This design comes from an exercise in tuning for small area and a short achievable clock period on the open sky130 flow, not from production work.
In this exercise RTL edits were held to simulation tests only and were not proved equivalent to the original.
Power figures rest on the tool's default switching activity, not on a simulated workload.

==> flow/design.v (outline; a module is shown in full before it is edited, if it fits) <==
// module alu: 1077 lines
module alu # ( parameter WIDTH = 16, CMD_WIDTH = 4 ) (
	input clk, rst,
	input CE,
	input CIN,
	input mode,
	input [1:0] INP_INVALID,
	input [ CMD_WIDTH-1 :0] CMD,
	input [ WIDTH-1 :0] opa,
	input [ WIDTH-1 :0] opb,
	output reg ERR, OFLOW, g , l, e, cout,
	output reg [ 2 * WIDTH :0] RES
);
  // ...
==> flow/run.sh <==
#!/bin/bash
# synth_recipe.tcl (not shown) runs the flow's synth.tcl, then flattens the netlist and writes it again
# the make line also repeats each setting of config.mk as NAME=value (left out here)
make -C /OpenROAD-flow-scripts/flow DESIGN_CONFIG=/design/flow/config.mk WORK_HOME=/design/flow/orfs CLKGATE_MAP_FILE= SYNTH_SCRIPT=/design/flow/synth_recipe.tcl finish
==> flow/config.mk <==
export PLATFORM = sky130hd
export DESIGN_NAME = alu
export DESIGN_NICKNAME = alu
export VERILOG_FILES = /design/flow/design.v
export SDC_FILE = /design/flow/constraint.sdc
export NUM_CORES = 4
export LEC_CHECK = 0
export CAP_MARGIN = 20
export CORE_MARGIN = 2
export CORE_UTILIZATION = 40
export SETUP_SLACK_MARGIN = 2.0
export SLEW_MARGIN = 20
==> flow/constraint.sdc <==
create_clock -name core_clock -period 9.0 [get_ports {clk}]
set_input_delay 1.8000 -clock core_clock [delete_from_list [all_inputs] [get_ports {clk}]]
set_output_delay 1.8000 -clock core_clock [all_outputs]
set_load 0.01 [all_outputs]
==> flow_summary.ini, run 1 <==
[global_routing]
overflow = 0
grt_first_pass_wirelength_um = 69800
grt_pass1_vias = 12400
groute.usage.overall_pct = 26.6
grt_util_met2_pct = 44.6
use_met3_pct = 2.39

[pwr]
power.switching_mw = 0.318
powerComb_mw = 0.431
switching_share_pct = 39.7
powerClk_mw = 0.171

[finish]
multi_input_cells = 1149
antennaDiodeCount = 0
fillers = 3004
largest_reg_flops = 33
nNonClkInverters = 275
seqCellArea_um2 = 976
drive_gt1_share_pct = 26.0
regMostFlops = RES
nNonClkBuffers = 341
multi_input_area_share_pct = 67.7
stdcell_count = 2254

[sta]
hold_viol = 0
fmax_mhz = 118
clock_skew_ps = 0
period_share_pct = 94.5

[worst_setup_path]
arrival_ps = 8670
path_class = in -> reg
rr_endpoint = l$_DFFE_PP0P_
reg2reg_depth = 1
worstSetupStartpoint = INP_INVALID[0]

[outcome]
outcome = complete, no violations

[clocking]
cts_made_buffers = 5

[floorplan]
die_area_um2 = 34500

[synth]
synth_xor_xnor_area_share_pct = 3.97
synth_ff_type = dfrtp_1
syn_area_per_cell_um2 = 8.45

[drt]
wl_met1_um = 18900
wl_met3_um = 2590
wl_per_cell_um = 19.8
routed_wirelength_um = 44700

[worst_hold_path]
min_from = RES[14]$_DFFE_PP0P_

[placement]
dpl_cell_area_um2 = 16100
==> run 2, diff against run 1 <==
--- a/flow/config.mk
+++ b/flow/config.mk
@@ -10,3 +10,3 @@
 export CORE_UTILIZATION = 40
-export SETUP_SLACK_MARGIN = 2.0
+export GPL_TIMING_DRIVEN = 0
 export SLEW_MARGIN = 20
==> flow_summary.ini, run 2 <==
[outcome]
outcome = complete, no violations

[worst_setup_path]
cp_slowest_stage_delay_ps = 610
path_class = in -> reg
path_max_fanout = 7
start_kind = primary input
crit_required_ps = 9160
crit_path_frequent_cell = fa_1
crit_buf_inv = 11
arrival_ps = 8990
reg2reg_depth = 1
critPathCaptureType = flip-flop
slowest_stage = fa_1
crit_cells = 33
crit_family = adder cells

[synth]
ys_seq_elements = 39
async_flop_share_pct = 100
syn_area_per_cell_um2 = 8.45
post-synth-top-area-fraction_pct = 34.8
synth.net_count = 1925
synth.top_cells.by_count = inv_1 (272), fa_1 (230), nand2_1 (169)
synth_area_leaders = fa_1 (35%), ha_1 (8.1%), inv_1 (7.7%), and2_1 (7.7%), dfrtp_1 (7.4%)
yosysSeqAreaShare_pct = 7.38
synth_edf_count = 0
synth_cells = 1566
yosysWarnings = 1
synth_ff_type = dfrtp_1
netlist-cell-type-count = 79
synth_top_cell_by_area = fa_1
yosysMostFrequentCell = inv_1
syn_area_um2 = 13200

[floorplan]
rows = 66
die_w_um = 186
pin_count = 82
fp.dieH_um = 186
core-area_um2 = 32500
initial_core_util_pct = 40.6
die_area_um2 = 34500

[finish]
seqCellArea_um2 = 976
regMostFlops = RES
nets = 2044
stdcell_area_um2 = 15800
final_common_cell = inv_1
multi_input_area_um2 = 11400
most-common-layout-cells = inv_1 (264), fa_1 (224), nand2_1 (165), and2_1 (160), ha_1 (80)
area_growth_pct = 19.7
drive_gt1_share_pct = 14.9
largest_reg_flops = 33
fillers = 3131

[drt]
routed_wirelength_um = 47100
drc = 0
antenna_left = 0
drtIter0Drc = 996
wl_per_cell_um = 22.1
via_per_inst = 5.53
dr.pass1.iters = 6
vias = 11800

[placement]
io_buffer_count = 52
hpwl_um = 36400
gp_congestion = 0.939
dpl_cell_area_um2 = 14300

[sta]
min_period_ps = 8830
rsz0062_at_grt = true
tns_ps = 0
hold_viol = 0
fmax_mhz = 113
clock_skew_ps = 0
tightestPinTransition_ps = 1080
drv_slew = 0
setup_viol = 0
relSlewSlack_pct = 28.2
period_share_pct = 98.2

[clocking]
clock_latency_ps = 280
cts_tree = yes
htreeDepth = 2
clk_pin_slew_ps = 60
cts_buffer_depth = 2
cts-root-buf = clkbuf_16
cts_made_buffers = 5
clock-sinks = 39
cts_hold_buf = 0

[global_routing]
overflow = 0
antenna_found_initial = 3
grt_max_degree = 34
grt_first_pass_wirelength_um = 71900
groute.usage.overall_pct = 28.0
grt_pass1_vias = 12000

[pwr]
power_leakage_nw = 7.32
p_clk_share_pct = 28.8
switching_share_pct = 39.0
intPower_mw = 0.487
power_density_nw_per_um2 = 50.4
power.switching_mw = 0.312
seq_power_share_pct = 24.8
combPwrFrac_pct = 46.4
ir_drop_mv = 0.0742

[worst_hold_path]
hold_class = reg -> reg
worstHoldPathCells = 2

[flow_run]
drv_cap = 0
run 2: cell counts after synthesis:
No cell type changed its count.
run 2: final timing paths:
kind,startpoint,endpoint,slack (ps)
max in group asynchronous,rst,RES[21]$_DFFE_PP0P_,6840
setup reg to reg,l$_DFFE_PP0P_,l$_DFFE_PP0P_,8250
hold reg to reg,ERR$_DFFE_PP0P_,ERR$_DFFE_PP0P_,480
hold / removal,ERR$_DFFE_PP0P_,ERR$_DFFE_PP0P_,480
setup / recovery,opb[1],RES[23]$_DFFE_PP0P_,170
min in group asynchronous,rst,OFLOW$_DFFE_PP0P_,1740
run 2: what timing repair did:
action,in CTS,in global routing
buffers inserted,32,29
pin swaps,34,53
endpoints found under the setup margin,38,38
gates resized for setup,157,92
gates cloned,1,1
run 2: cell families (layout without fill, tap and decap cells):
kind of cell	Yosys count	in the layout	share of synthesized area [%]
AND/OR/NAND/NOR	497	497	19.3
buffers and inverters	379	499	11.2
adder cells (fa/ha/maj)	316	316	43.0
AO/OA/AOI/OAI	257	257	13.9
XOR/XNOR	60	60	3.97
flip-flops	39	39	7.38
multiplexers	18	18	1.37
other	0	2	0
run 2: tightest hold or removal path, delay by kind of cell (launching register included):
family	cells	cell delay, ps
and+or+nand+nor	1	40
AOI/OAI and AO/OA	1	60
DFF	1	340
run 2: routing by layer:
| metal | share of wire (%) | wire (um) | global-route usage, % |
|---|---|---|---|
| met5 | 0 | 0 | 0 |
| met4 | 5.1 | 2420 | 11.5 |
| met3 | 7.9 | 3740 | 3.44 |
| met2 | 46 | 21800 | 46.1 |
| met1 | 41 | 19200 | 37.5 |
run 2: area by class of cell:
class / count / area share [%]
inverters: 275 / 6.52
plain buffers: 100 / 3.96
repair buffers: 116 / 6.47
clock buffers: 6 / 0.814
well taps: 442 / 3.49
clock inverters: 2 / 0.379
diodes: 2 / 0.0316
multi-input cells: 1148 / 72.2
flip-flops and latches: 39 / 6.16
run 2: stage by stage:
step                hold WS (ps)  setup WS (ps)  power (mW)  util [%]  std cells
detailed placement           470          -2050       0.529      44.1       2061
global placement             470          -1980       0.526      44.0       2060
finish                       479            165       0.799      48.7       2130
floorplan                    516           27.8       0.394         -       1566
CTS                          483           2.52       0.782      47.1       2099
global route                 501          -36.6       0.837      48.7       2130
run 2: power groups by stage:
stage / clock network (mW) / logic [mW] / registers, mW
2_1_floorplan: 0 / 0.189 / 0.206
3_3_place_gp: 0 / 0.325 / 0.201
3_5_place_dp: 0 / 0.328 / 0.201
4_1_cts: 0.231 / 0.353 / 0.198
5_1_grt: 0.241 / 0.397 / 0.199
6_report: 0.230 / 0.370 / 0.198
==> run 3, diff against run 2 <==
--- a/flow/config.mk
+++ b/flow/config.mk
@@ -7,2 +7,3 @@
 export LEC_CHECK = 0
+export ABC_AREA = 1
 export CAP_MARGIN = 20
==> flow_summary.ini, run 3 <==
[global_routing]
grt_max_degree = 22
groute.usage.overall_pct = 29.4
antenna_found_initial = 1
grt_pass1_vias = 13500
overflow = 0
grt_first_pass_wirelength_um = 77700

[sta]
tightestPinTransition_ps = 999
relSlewSlack_pct = 33.4
hold_viol = 0
period_share_pct = 98.4
holdWs_ps = 494
drv_slew = 0
tns_ps = 0
min_period_ps = 8850
setup_ws_ps = 147
fmax_mhz = 113
setup_viol = 0
clock_skew_ps = 0

[drt]
drtIter0Drc = 1154
vias = 13100
routed_wirelength_um = 50800
via_per_inst = 5.35
drc = 0
dr.pass1.iters = 6
antenna_left = 0
wl_per_cell_um = 20.7

[worst_setup_path]
arrival_ps = 9030
critPathCaptureType = flip-flop
cp_slowest_stage_delay_ps = 670
crit_required_ps = 9180
crit_family = adder cells
slowest_stage = fa_2
path_class = in -> reg
r2r_start = RES[30]$_DFFE_PP0P_
crit_buf_inv = 11
path_max_fanout = 6
worstSetupStartpoint = mode
start_kind = primary input

[synth]
syn_area_per_cell_um2 = 7.15
yosysWarnings = 1
synth_ff_type = dfrtp_1
syn_area_um2 = 13500
netlist-cell-type-count = 46
synth_top_cell_by_area = fa_1
async_flop_share_pct = 100
yosysSeqAreaShare_pct = 7.25
yosysMostFrequentCell = inv_1
synth_edf_count = 0
synth_area_leaders = fa_1 (34%), inv_1 (10%), nand2_1 (10%), ha_1 (8.0%), dfrtp_1 (7.2%)
ys_seq_elements = 39
synth.top_cells.by_count = inv_1 (375), nand2_1 (371), nor2_1 (237)
synth.net_count = 2244
post-synth-top-area-fraction_pct = 34.2
synth_cells = 1885

[flow_run]
drv_cap = 0

[clocking]
clk_pin_slew_ps = 60
cts_tree = yes
cts_hold_buf = 0
cts_buffer_depth = 2
cts-root-buf = clkbuf_16
clock_latency_ps = 290
htreeDepth = 2
clock-sinks = 39
cts_made_buffers = 5

[pwr]
power_leakage_nw = 8.09
power_mw = 0.824
ir_drop_mv = 0.0730
power_density_nw_per_um2 = 52.5

[floorplan]
rows = 67
die_area_um2 = 35200
initial_core_util_pct = 40.4
pin_count = 82
fp.dieH_um = 188
die_w_um = 188
core-area_um2 = 33400

[finish]
final_common_cell = inv_1
stdcell_count = 2459
regMostFlops = RES
stdcell_area_um2 = 15700
most-common-layout-cells = inv_1 (365), nand2_1 (358), fa_1 (227), nor2_1 (226), nand3_1 (118)
nets = 2369
fin_util_pct = 47.1
antennaDiodeCount = 0
largest_reg_flops = 33
drive_gt1_share_pct = 11.2
area_growth_pct = 16.6

[outcome]
outcome = complete, no violations

[placement]
dpl.cell_count = 2404
dpl_cell_area_um2 = 14800
detailedPlace.worstSlack_ps = -1860
hpwl_um = 40600
gp_congestion = 0.969
io_buffer_count = 70

[worst_hold_path]
hold_class = reg -> reg
min_from = e$_DFFE_PP0P_
## run 3: final timing paths
| check | end | slack, ps | depth (start not counted) |
|---|---|---|---|
| setup reg to reg | RES[30]$_DFFE_PP0P_ | 8130 | 3 |
| min in group asynchronous | RES[14]$_DFFE_PP0P_ | 1840 | 2 |
| hold / removal | e$_DFFE_PP0P_ | 490 | 2 |
| setup / recovery | RES[20]$_DFFE_PP0P_ | 150 | 37 |
| hold reg to reg | e$_DFFE_PP0P_ | 490 | 2 |
| max in group asynchronous | RES[20]$_DFFE_PP0P_ | 6690 | 3 |
## run 3: kinds of logic after synthesis
| group | Yosys count | synth area share, % |
|---|---|---|
| AO/OA/AOI/OAI | 196 | 8.39 |
| XOR/XNOR | 33 | 2.15 |
| adder cells (fa/ha/maj) | 316 | 42.2 |
| buffers and inverters | 469 | 13.4 |
| flip-flops | 39 | 7.25 |
| AND/OR/NAND/NOR | 832 | 26.6 |
## run 3: metal layers
layer / share of wire (%) / vias to the layer above / track usage [%]
li1: - / 5963 / -
met1: 39 / 6378 / 36.9
met2: 45 / 667 / 47.3
met3: 10 / 137 / 8.24
met4: 5.3 / 2 / 13.2
met5: 0.020 / - / 0
## run 3: layout make-up
type / count / area [um^2]
sequential: 39 / 976
clock inverter: 2 / 60.1
clock buffer: 6 / 129
buffer: 59 / 297
inverter: 405 / 1550
tap: 448 / 561
timing repair buffer: 123 / 1090
fill: 3510 / 17700
multi-input combinational: 1377 / 11000
## run 3: tightest hold or removal path: stages (launching register included)
cell,delay [ps]
dfrtp_1,350
nand2_1,60
nand2_1,50
## run 3: repair_timing
action,CTS,global route
gates cloned,0,1
endpoints found under the setup margin,38,30
hold endpoints to repair,0,0
setup buffers,32,19
pin swaps,23,35
gates resized for setup,87,58
## run 3: report_power, final
| group | internal (mW) | switching (mW) | leakage, nW | total, mW |
|---|---|---|---|---|
| logic | 0.141 | 0.251 | 7.52 | 0.392 |
| clock network | 0.159 | 0.0708 | 0.0911 | 0.230 |
| registers | 0.191 | 0.0104 | 0.478 | 0.202 |
| total | 0.492 | 0.332 | 8.09 | 0.824 |
==> run 4, diff against run 3 <==
--- a/flow/config.mk
+++ b/flow/config.mk
@@ -7,4 +7,3 @@
 export LEC_CHECK = 0
-export ABC_AREA = 1
-export CAP_MARGIN = 20
+export CAP_MARGIN = 0
 export CORE_MARGIN = 2
@@ -12,2 +11,2 @@
 export GPL_TIMING_DRIVEN = 0
-export SLEW_MARGIN = 20
+export SLEW_MARGIN = 0
==> flow_summary.ini, run 4 <==
[outcome]
outcome = complete, no violations

[floorplan]
core-area_um2 = 32500
rows = 66
pin_count = 82
fp.dieH_um = 186
die_area_um2 = 34500
initial_core_util_pct = 40.6
die_w_um = 186

[synth]
synth.top_cells.by_count = inv_1 (272), fa_1 (230), nand2_1 (169)
synth_ff_type = dfrtp_1
ys_seq_elements = 39
syn_area_um2 = 13200
synth_area_leaders = fa_1 (35%), ha_1 (8.1%), inv_1 (7.7%), and2_1 (7.7%), dfrtp_1 (7.4%)
yosysWarnings = 1
yosysMostFrequentCell = inv_1
syn_area_per_cell_um2 = 8.45
synth_top_cell_by_area = fa_1
post-synth-top-area-fraction_pct = 34.8
yosysSeqAreaShare_pct = 7.38
synth_cells = 1566
netlist-cell-type-count = 79
async_flop_share_pct = 100
synth.net_count = 1925
synth_edf_count = 0

[clocking]
clock-sinks = 39
cts_made_buffers = 5
clock_latency_ps = 280
htreeDepth = 2
cts_tree = yes
cts-root-buf = clkbuf_16
clk_pin_slew_ps = 60
cts_buffer_depth = 2
cts_hold_buf = 0

[finish]
area_growth_pct = 20.5
seqCellArea_um2 = 976
largest_reg_flops = 33
stdcell_area_um2 = 15900
most-common-layout-cells = inv_1 (263), fa_1 (223), nand2_1 (165), and2_1 (159), ha_1 (78)
multi_input_area_um2 = 11500
fillers = 3205
nets = 2043
drive_gt1_share_pct = 15.5
final_common_cell = inv_1
regMostFlops = RES

[global_routing]
grt_first_pass_wirelength_um = 72600
grt_pass1_vias = 12000
grt_max_degree = 40
antenna_found_initial = 4
overflow = 0
groute.usage.overall_pct = 28.3

[drt]
dr.pass1.iters = 5
via_per_inst = 5.55
antenna_left = 0
drc = 0
vias = 11800
drtIter0Drc = 1114
routed_wirelength_um = 47500
wl_per_cell_um = 22.3

[flow_run]
drv_cap = 0

[sta]
setup_ws_ps = 106
fmax_mhz = 112
tightestPinTransition_ps = 1100
hold_viol = 0
drv_slew = 0
period_share_pct = 98.8
relSlewSlack_pct = 26.0
min_period_ps = 8890
rsz0062_at_grt = true
clock_skew_ps = 0
setup_viol = 0

[pwr]
seq_power_share_pct = 24.8
switching_share_pct = 39.0
combPwrFrac_pct = 46.8
intPower_mw = 0.488
power_leakage_nw = 7.32
p_clk_share_pct = 28.4
power_density_nw_per_um2 = 50.2
power.switching_mw = 0.312
ir_drop_mv = 0.0755

[placement]
io_buffer_count = 52
gp_congestion = 0.939
dpl_cell_area_um2 = 14300
detailedPlace.worstSlack_ps = -2020
hpwl_um = 36300

[worst_setup_path]
slowest_stage = fa_1
path_class = in -> reg
crit_path_frequent_cell = fa_1
cp_slowest_stage_delay_ps = 610
crit_required_ps = 9140
start_kind = primary input
critPathCaptureType = flip-flop
path_max_fanout = 6
arrival_ps = 9030

[worst_hold_path]
hold_class = reg -> reg
## run 4: cell count changes in the layout (fill, tap and decap cells not counted), moves of 21 or more
cell	before	now
a21oi_1	89	56
and2_1	22	159
clkbuf_1	38	59
inv_1	365	263
nand2_1	358	165
nand3_1	118	4
nor2_1	226	69
## run 4: logic make-up (layout without fill, tap and decap cells)
logic type	count (synthesis)	after routing	synth area share (%)
simple gates	497	497	19.3
buf+inv	379	498	11.2
fa+ha+maj	316	316	43.0
compound gates	257	257	13.9
xor+xnor	60	60	3.97
flops	39	39	7.38
mux	18	18	1.37
other cells	0	4	0
## run 4: layer usage
layer	GRT usage, %	up-vias	routed length (um)	share of wire (%)
li1	-	5156	-	-
met1	37.9	5972	19000	40
met2	45.8	589	22100	47
met3	4.15	119	4140	8.7
met4	12.3	0	2290	4.8
met5	0	-	0	0
## run 4: timing repair
action / CTS / global route
cloned: 1 / 0
endpoints found under the hold margin: 0 / 0
buffers inserted: 33 / 30
pin swaps: 32 / 57
endpoints found under the setup margin: 38 / 38
resized for setup: 152 / 117
## run 4: power groups by stage
stage | sequential [mW] | combinational (mW) | clock, mW
2_1_floorplan | 0.206 | 0.189 | 0
3_3_place_gp | 0.201 | 0.325 | 0
3_5_place_dp | 0.201 | 0.327 | 0
4_1_cts | 0.198 | 0.350 | 0.230
5_1_grt | 0.199 | 0.401 | 0.239
6_report | 0.198 | 0.375 | 0.227
## run 4: critical path, delay by kind of cell
family,cells,cell delay [ps]
simple gates,7,1270
xor+xnor,1,260
buf+inv,8,920
compound gates,5,1240
fa+ha+maj,8,3520
## run 4: final timing paths
| check | startpoint | slack, ps | end | cells past startpoint |
|---|---|---|---|---|
| setup / recovery | opb[0] | 110 | RES[16]$_DFFE_PP0P_ | 29 |
| hold / removal | ERR$_DFFE_PP0P_ | 480 | ERR$_DFFE_PP0P_ | 2 |
| setup reg to reg | l$_DFFE_PP0P_ | 8250 | l$_DFFE_PP0P_ | 1 |
| hold reg to reg | ERR$_DFFE_PP0P_ | 480 | ERR$_DFFE_PP0P_ | 2 |
| max in group asynchronous | rst | 6470 | RES[27]$_DFFE_PP0P_ | 2 |
| min in group asynchronous | rst | 2010 | e$_DFFE_PP0P_ | 2 |
## run 4: metrics by stage
stage	utilization [%]	cells	power, mW	setup TNS (ps)	hold slack, ps
floorplan	-	1566	0.394	0	516
global placement	44.0	2060	0.526	-63830	470
detailed placement	44.0	2060	0.528	-64140	470
CTS	47.0	2099	0.779	0	487
global route	49.0	2129	0.840	-592	501
finish	49.0	2131	0.801	0	478
## run 4: cell type report
class / count / share of cell area, %
antenna: 4 / 0.0628
buffer: 100 / 4.04
clock buffer: 6 / 0.809
clock inverter: 2 / 0.377
inverter: 275 / 6.48
multi-input combinational: 1148 / 72.4
sequential: 39 / 6.13
tap: 442 / 3.47
timing repair buffer: 115 / 6.23
==> run 5, diff against run 4 <==
--- a/flow/config.mk
+++ b/flow/config.mk
@@ -7,6 +7,5 @@
 export LEC_CHECK = 0
-export CAP_MARGIN = 0
+export CAP_MARGIN = 20
 export CORE_MARGIN = 2
 export CORE_UTILIZATION = 40
-export GPL_TIMING_DRIVEN = 0
-export SLEW_MARGIN = 0
+export SLEW_MARGIN = 20
==> flow_summary.ini, run 5 <==
[outcome]
outcome = complete, no violations

[finish]
regMostFlops = RES
antennaDiodeCount = 0
final_common_cell = inv_1
largest_reg_flops = 33
most-common-layout-cells = inv_1 (266), fa_1 (223), buf_4 (220), nand2_1 (168), and2_1 (159)
drive_gt1_share_pct = 20.0
area_growth_pct = 26.4
fin_util_pct = 51.4
nets = 2144

[floorplan]
fp.dieH_um = 186
pin_count = 82
die_area_um2 = 34500
die_w_um = 186
rows = 66
core-area_um2 = 32500
initial_core_util_pct = 40.6

[worst_setup_path]
path_max_fanout = 8
path_class = in -> reg
cp_slowest_stage_delay_ps = 530
crit_required_ps = 9160
arrival_ps = 8970
crit_path_frequent_cell = fa_1
start_kind = primary input
slowest_stage = fa_1
crit_buf_inv = 7
crit_family = adder cells
critPathCaptureType = flip-flop

[synth]
yosysWarnings = 1
synth_fa_ha_area_share_pct = 43.0
syn_area_um2 = 13200
synth_top_cell_by_area = fa_1
synth.top_cells.by_count = inv_1 (272), fa_1 (230), nand2_1 (169)
netlist-cell-type-count = 79
synth_xor_xnor_area_share_pct = 3.97
synth_ff_type = dfrtp_1
synth.net_count = 1925
synthSimpleGateAreaFrac_pct = 19.3
yosysSeqAreaShare_pct = 7.38
async_flop_share_pct = 100
synth_cells = 1566
synth_mux_area_share_pct = 1.37
synth_compound_area_share_pct = 13.9
synth_edf_count = 0
syn_area_per_cell_um2 = 8.45
ys_seq_elements = 39
yosysMostFrequentCell = inv_1
synth_top_family_by_area = adder cells
post-synth-top-area-fraction_pct = 34.8
synth_area_leaders = fa_1 (35%), ha_1 (8.1%), inv_1 (7.7%), and2_1 (7.7%), dfrtp_1 (7.4%)

[clocking]
clock-sinks = 39
htreeDepth = 2
cts_tree = yes
clk_pin_slew_ps = 50
cts_hold_buf = 0
clock_latency_ps = 280
cts_buffer_depth = 2
cts_made_buffers = 5
cts-root-buf = clkbuf_16

[sta]
min_period_ps = 8810
hold_viol = 0
relSlewSlack_pct = 17.1
drv_slew = 0
fmax_mhz = 114
period_share_pct = 97.9
setup_viol = 0
clock_skew_ps = 0
tightestPinTransition_ps = 1240

[placement]
io_buffer_count = 81
gp_congestion = 0.961
hpwl_um = 36200

[global_routing]
grt_pass1_vias = 12300
overflow = 0
antenna_found_initial = 0
grt_max_degree = 53
grt_first_pass_wirelength_um = 69600
groute.usage.overall_pct = 26.6

[flow_run]
drv_cap = 0

[drt]
drc = 0
antenna_left = 0
wl_per_cell_um = 20.0
routed_wirelength_um = 44700
dr.pass1.iters = 5
drtIter0Drc = 739
vias = 11700
via_per_inst = 5.25

[worst_hold_path]
hold_class = reg -> reg

[pwr]
power_density_nw_per_um2 = 48.2
power_leakage_nw = 8.00
power_mw = 0.806
ir_drop_mv = 0.0686
run 5: what timing repair did:
item                       in CTS  in global routing
setup endpoints to repair      31                 38
pin swaps                      15                 59
gates resized for setup        30                 89
cloned                          1                  0
buffers inserted                7                  5
run 5: stage by stage:
step,cells,TNS [ps],area [um^2],hold WS (ps),worst slack (ps)
after floorplan,1566,0,13200,516,27.8
after CTS,2223,-40.0,16300,480,-24.0
final,2228,0,16700,480,191
after global routing,2228,-636,16700,503,-65.7
after detailed placement,2208,-11850,15900,468,-470
after global placement,2208,-9420,15900,465,-383
run 5: path summary, 6_finish.rpt:
| check | from | to | slack (ps) | cells past startpoint |
|---|---|---|---|---|
| max | opb[2] | RES[21]$_DFFE_PP0P_ | 190 | 28 |
| min | RES[9]$_DFFE_PP0P_ | RES[9]$_DFFE_PP0P_ | 480 | 1 |
| max reg2reg | RES[1]$_DFFE_PP0P_ | RES[1]$_DFFE_PP0P_ | 8240 | 1 |
| min reg2reg | RES[9]$_DFFE_PP0P_ | RES[9]$_DFFE_PP0P_ | 480 | 1 |
| max in group asynchronous | rst | RES[12]$_DFFE_PP0P_ | 6700 | 3 |
| min in group asynchronous | rst | RES[4]$_DFFE_PP0P_ | 1940 | 3 |
run 5: area by class of cell:
class / count / area [um^2]
fill: 3135 / 15800
tap: 442 / 553
inverter: 275 / 1030
multi-input combinational: 1148 / 11300
timing repair buffer: 316 / 2700
sequential: 39 / 976
clock inverter: 2 / 35.0
clock buffer: 6 / 139
run 5: kinds of logic (layout without fill, tap and decap cells):
group / Yosys count / count (layout)
mux: 18 / 18
compound gates: 257 / 257
flops: 39 / 39
xor+xnor: 60 / 60
simple gates: 497 / 497
fa+ha+maj: 316 / 316
buf+inv: 379 / 599
run 5: per-layer routing:
layer / routed length [um] / vias to the layer above / track usage, % / part of all wire (%)
li1: - / 5355 / - / -
met1: 18600 / 5924 / 34.9 / 42
met2: 21600 / 340 / 44.7 / 48
met3: 2230 / 88 / 2.50 / 5.0
met4: 2230 / 0 / 12.2 / 5.0
met5: 0 / - / 0 / 0
run 5: power breakdown:
part	internal (mW)	switching, mW
Clock	0.138	0.0670
Sequential	0.189	0.00949
Combinational	0.176	0.227
==> run 6, diff against run 5 <==
==> flow/flow/run.sh (new file) <==
#!/bin/bash
# The standard layout, with the port buffers made of sky130_fd_sc_hd__buf_4
# instead of the delay cell buffer_ports picks by default.
bash standard.sh BUFFER_PORTS_ARGS="-buffer_cell sky130_fd_sc_hd__buf_4" finish > standard.log 2>&1
==> flow/standard.sh (new file) <==
#!/bin/bash
# synth_recipe.tcl (not shown) runs the flow's synth.tcl, then flattens the netlist and writes it again
# the make line also repeats each setting of config.mk as NAME=value (left out here)
make -C /OpenROAD-flow-scripts/flow DESIGN_CONFIG=/design/flow/config.mk WORK_HOME=/design/flow/orfs CLKGATE_MAP_FILE= SYNTH_SCRIPT=/design/flow/synth_recipe.tcl "${@:-finish}"
--- a/flow/config.mk
+++ b/flow/config.mk
@@ -10,2 +10,3 @@
 export CORE_UTILIZATION = 40
+export GPL_TIMING_DRIVEN = 0
 export SLEW_MARGIN = 20
removed: flow/run.sh
==> flow_summary.ini, run 6 <==
[pwr]
switching_share_pct = 42.2
power_leakage_nw = 7.34
power_mw = 0.740
seq_power_share_pct = 26.8
intPower_mw = 0.428
power_density_nw_per_um2 = 46.9
ir_drop_mv = 0.0625
power.switching_mw = 0.312
p_clk_share_pct = 23.2
combPwrFrac_pct = 50.0

[flow_run]
drv_cap = 0

[finish]
most-common-layout-cells = inv_1 (266), fa_1 (224), nand2_1 (167), and2_1 (160), buf_4 (117)
area_growth_pct = 19.4
nets = 2048
stdcell_count = 2135
fillers = 3232
final_common_cell = inv_1
drive_gt1_share_pct = 17.6
largest_reg_flops = 33
regMostFlops = RES

[sta]
relSlewSlack_pct = 26.3
hold_viol = 0
drv_slew = 0
min_period_ps = 8900
setup_viol = 0
period_share_pct = 98.9
clock_skew_ps = 0
tightestPinTransition_ps = 1110
fmax_mhz = 112

[synth]
yosysWarnings = 1
synth_area_leaders = fa_1 (35%), ha_1 (8.1%), inv_1 (7.7%), and2_1 (7.7%), dfrtp_1 (7.4%)
synth_top_cell_by_area = fa_1
yosysMostFrequentCell = inv_1
netlist-cell-type-count = 79
synth.net_count = 1925
syn_area_per_cell_um2 = 8.45
async_flop_share_pct = 100
syn_area_um2 = 13200
synth.top_cells.by_count = inv_1 (272), fa_1 (230), nand2_1 (169)
post-synth-top-area-fraction_pct = 34.8
ys_seq_elements = 39
yosysSeqAreaShare_pct = 7.38
synth_edf_count = 0
synth_ff_type = dfrtp_1
synth_cells = 1566

[global_routing]
grt_max_degree = 34
groute.usage.overall_pct = 28.2
grt_pass1_vias = 12000
grt_first_pass_wirelength_um = 72300
overflow = 0
antenna_found_initial = 5

[worst_hold_path]
hold_class = reg -> reg

[worst_setup_path]
cp_slowest_stage_delay_ps = 550
crit_path_frequent_cell = fa_1
path_class = in -> reg
crit_buf_inv = 8
slowest_stage = fa_1
crit_required_ps = 9180
path_max_fanout = 7
start_kind = primary input
critPathCaptureType = flip-flop
crit_family = adder cells
arrival_ps = 9080

[drt]
dr.pass1.iters = 12
wl_per_cell_um = 22.4
drtIter0Drc = 1008
vias = 11800
via_per_inst = 5.53
routed_wirelength_um = 47800
drc = 0
antenna_left = 0

[placement]
hpwl_um = 36300
gp_congestion = 0.947
dpl.cell_count = 2061
io_buffer_count = 52

[floorplan]
initial_core_util_pct = 40.6
die_area_um2 = 34500
core-area_um2 = 32500
fp.dieH_um = 186
rows = 66
die_w_um = 186
pin_count = 82

[clocking]
cts-root-buf = clkbuf_16
cts_hold_buf = 0
clk_pin_slew_ps = 60
clock_latency_ps = 280
cts_buffer_depth = 2
cts_tree = yes
htreeDepth = 2
cts_made_buffers = 5
clock-sinks = 39

[outcome]
outcome = complete, no violations
## run 6: path summary, 6_finish.rpt
| check | start | end | slack, ps | cells past startpoint |
|---|---|---|---|---|
| worst max register to register | l$_DFFE_PP0P_ | l$_DFFE_PP0P_ | 8250 | 1 |
| worst min register to register | cout$_DFFE_PP0P_ | cout$_DFFE_PP0P_ | 470 | 2 |
| min in group asynchronous | rst | OFLOW$_DFFE_PP0P_ | 1410 | 2 |
| worst max-delay path | opb[0] | RES[27]$_DFFE_PP0P_ | 100 | 29 |
| max in group asynchronous | rst | RES[24]$_DFFE_PP0P_ | 7180 | 3 |
| worst min-delay path | cout$_DFFE_PP0P_ | cout$_DFFE_PP0P_ | 470 | 2 |
## run 6: cells by family (layout without fill, tap and decap cells)
| logic type | Yosys count | in the layout | synth area share, % |
|---|---|---|---|
| AND/OR/NAND/NOR | 497 | 497 | 19.3 |
| multiplexers | 18 | 18 | 1.37 |
| AO/OA/AOI/OAI | 257 | 257 | 13.9 |
| XOR/XNOR | 60 | 60 | 3.97 |
| buffers and inverters | 379 | 503 | 11.2 |
| flip-flops | 39 | 39 | 7.38 |
| other | 0 | 3 | 0 |
| adder cells (fa/ha/maj) | 316 | 316 | 43.0 |
## run 6: through the flow
step	hold WS, ps	worst slack (ps)	utilization (%)	area [um^2]	setup TNS [ps]
2_1_floorplan	516	27.8	-	13200	0
3_3_place_gp	470	-1450	43.6	14200	-43860
3_5_place_dp	468	-1550	43.7	14200	-46860
4_1_cts	480	-3.00	46.1	15000	-3.00
5_1_grt	508	-85.2	48.5	15800	-464
6_report	473	98.7	48.5	15800	0
## run 6: timing repair
item	CTS	global route
cloned	1	0
endpoints found under the hold margin	0	0
setup endpoints to repair	38	38
pin swaps	23	67
gates resized for setup	108	102
setup buffers	17	46
## run 6: area by class of cell
type                       count  area, um^2  share of cell area, %
multi-input combinational   1148       11500                   73.1
clock buffer                   7         133                  0.840
timing repair buffer         117         941                   5.96
antenna                        3        7.51                 0.0476
buffer                       103         607                   3.84
sequential                    39         976                   6.18
inverter                     275        1030                   6.54
tap                          442         553                   3.50
clock inverter                 1        5.00                 0.0317
## run 6: worst min-delay path, cell delays in order, from the launching register on
cell and delay (ps):
dfrtp_1 340, nand2_1 50, o31ai_1 50
## run 6: routing by layer
metal | routed length (um) | part of all wire (%) | track usage [%]
met2 | 22200 | 46 | 46.4
met4 | 2410 | 5.0 | 11.6
met5 | 0 | 0 | 0
met1 | 19600 | 41 | 37.8
met3 | 3590 | 7.5 | 3.11
## run 6: power by group through the flow
stage | clock (mW) | combinational, mW | sequential, mW
floorplan | 0 | 0.189 | 0.206
global placement | 0 | 0.319 | 0.201
detailed placement | 0 | 0.321 | 0.201
CTS | 0.173 | 0.341 | 0.199
global route | 0.183 | 0.398 | 0.200
finish | 0.172 | 0.370 | 0.199

[afterwards: timing with drivers on the ports]
Ports are ideal in the flow. The routed layouts listed here were re-timed in OpenROAD.
Step 1: set_driving_cell puts a clkbuf_16 on clk and a buf_2 on each other input, an assumption about the parent block.
Step 2 adds t to the input delays and takes it off the output delays; t is the mean of the earliest and latest rising clock arrival at the registers after step 1. Input paths then give back, and output paths get back, about the clock's delay inside the block.
a / b / c = ideal / step 1 / step 2; a / b = the first two.
run | shift t [ns] | setup slack, ns | worst register clock-pin slew, ns | worst slew at a driven data input, ns | pins driven straight from the clock port
run 1 | 0.310 | 0.493 / 0.484 / 0.174 | 0.06 / 0.06 | 0.07 | 1
run 2 | 0.316 | 0.165 / 0.160 / -0.156 | 0.06 / 0.06 | 0.09 | 1
run 3 | 0.319 | 0.147 / 0.162 / -0.157 | 0.06 / 0.06 | 0.06 | 1
run 4 | 0.318 | 0.106 / 0.115 / -0.203 | 0.06 / 0.06 | 0.09 | 1
run 5 | 0.312 | 0.191 / 0.198 / -0.114 | 0.06 / 0.06 | 0.06 | 1
run 6 | 0.315 | 0.099 / 0.089 / -0.225 | 0.06 / 0.06 | 0.09 | 1
Met with ideal ports but missed after step 2: setup timing in 5 of these runs. The setup slack of run 6, which loses most, moves by -0.010 ns with the drivers and by -0.324 ns with both steps.
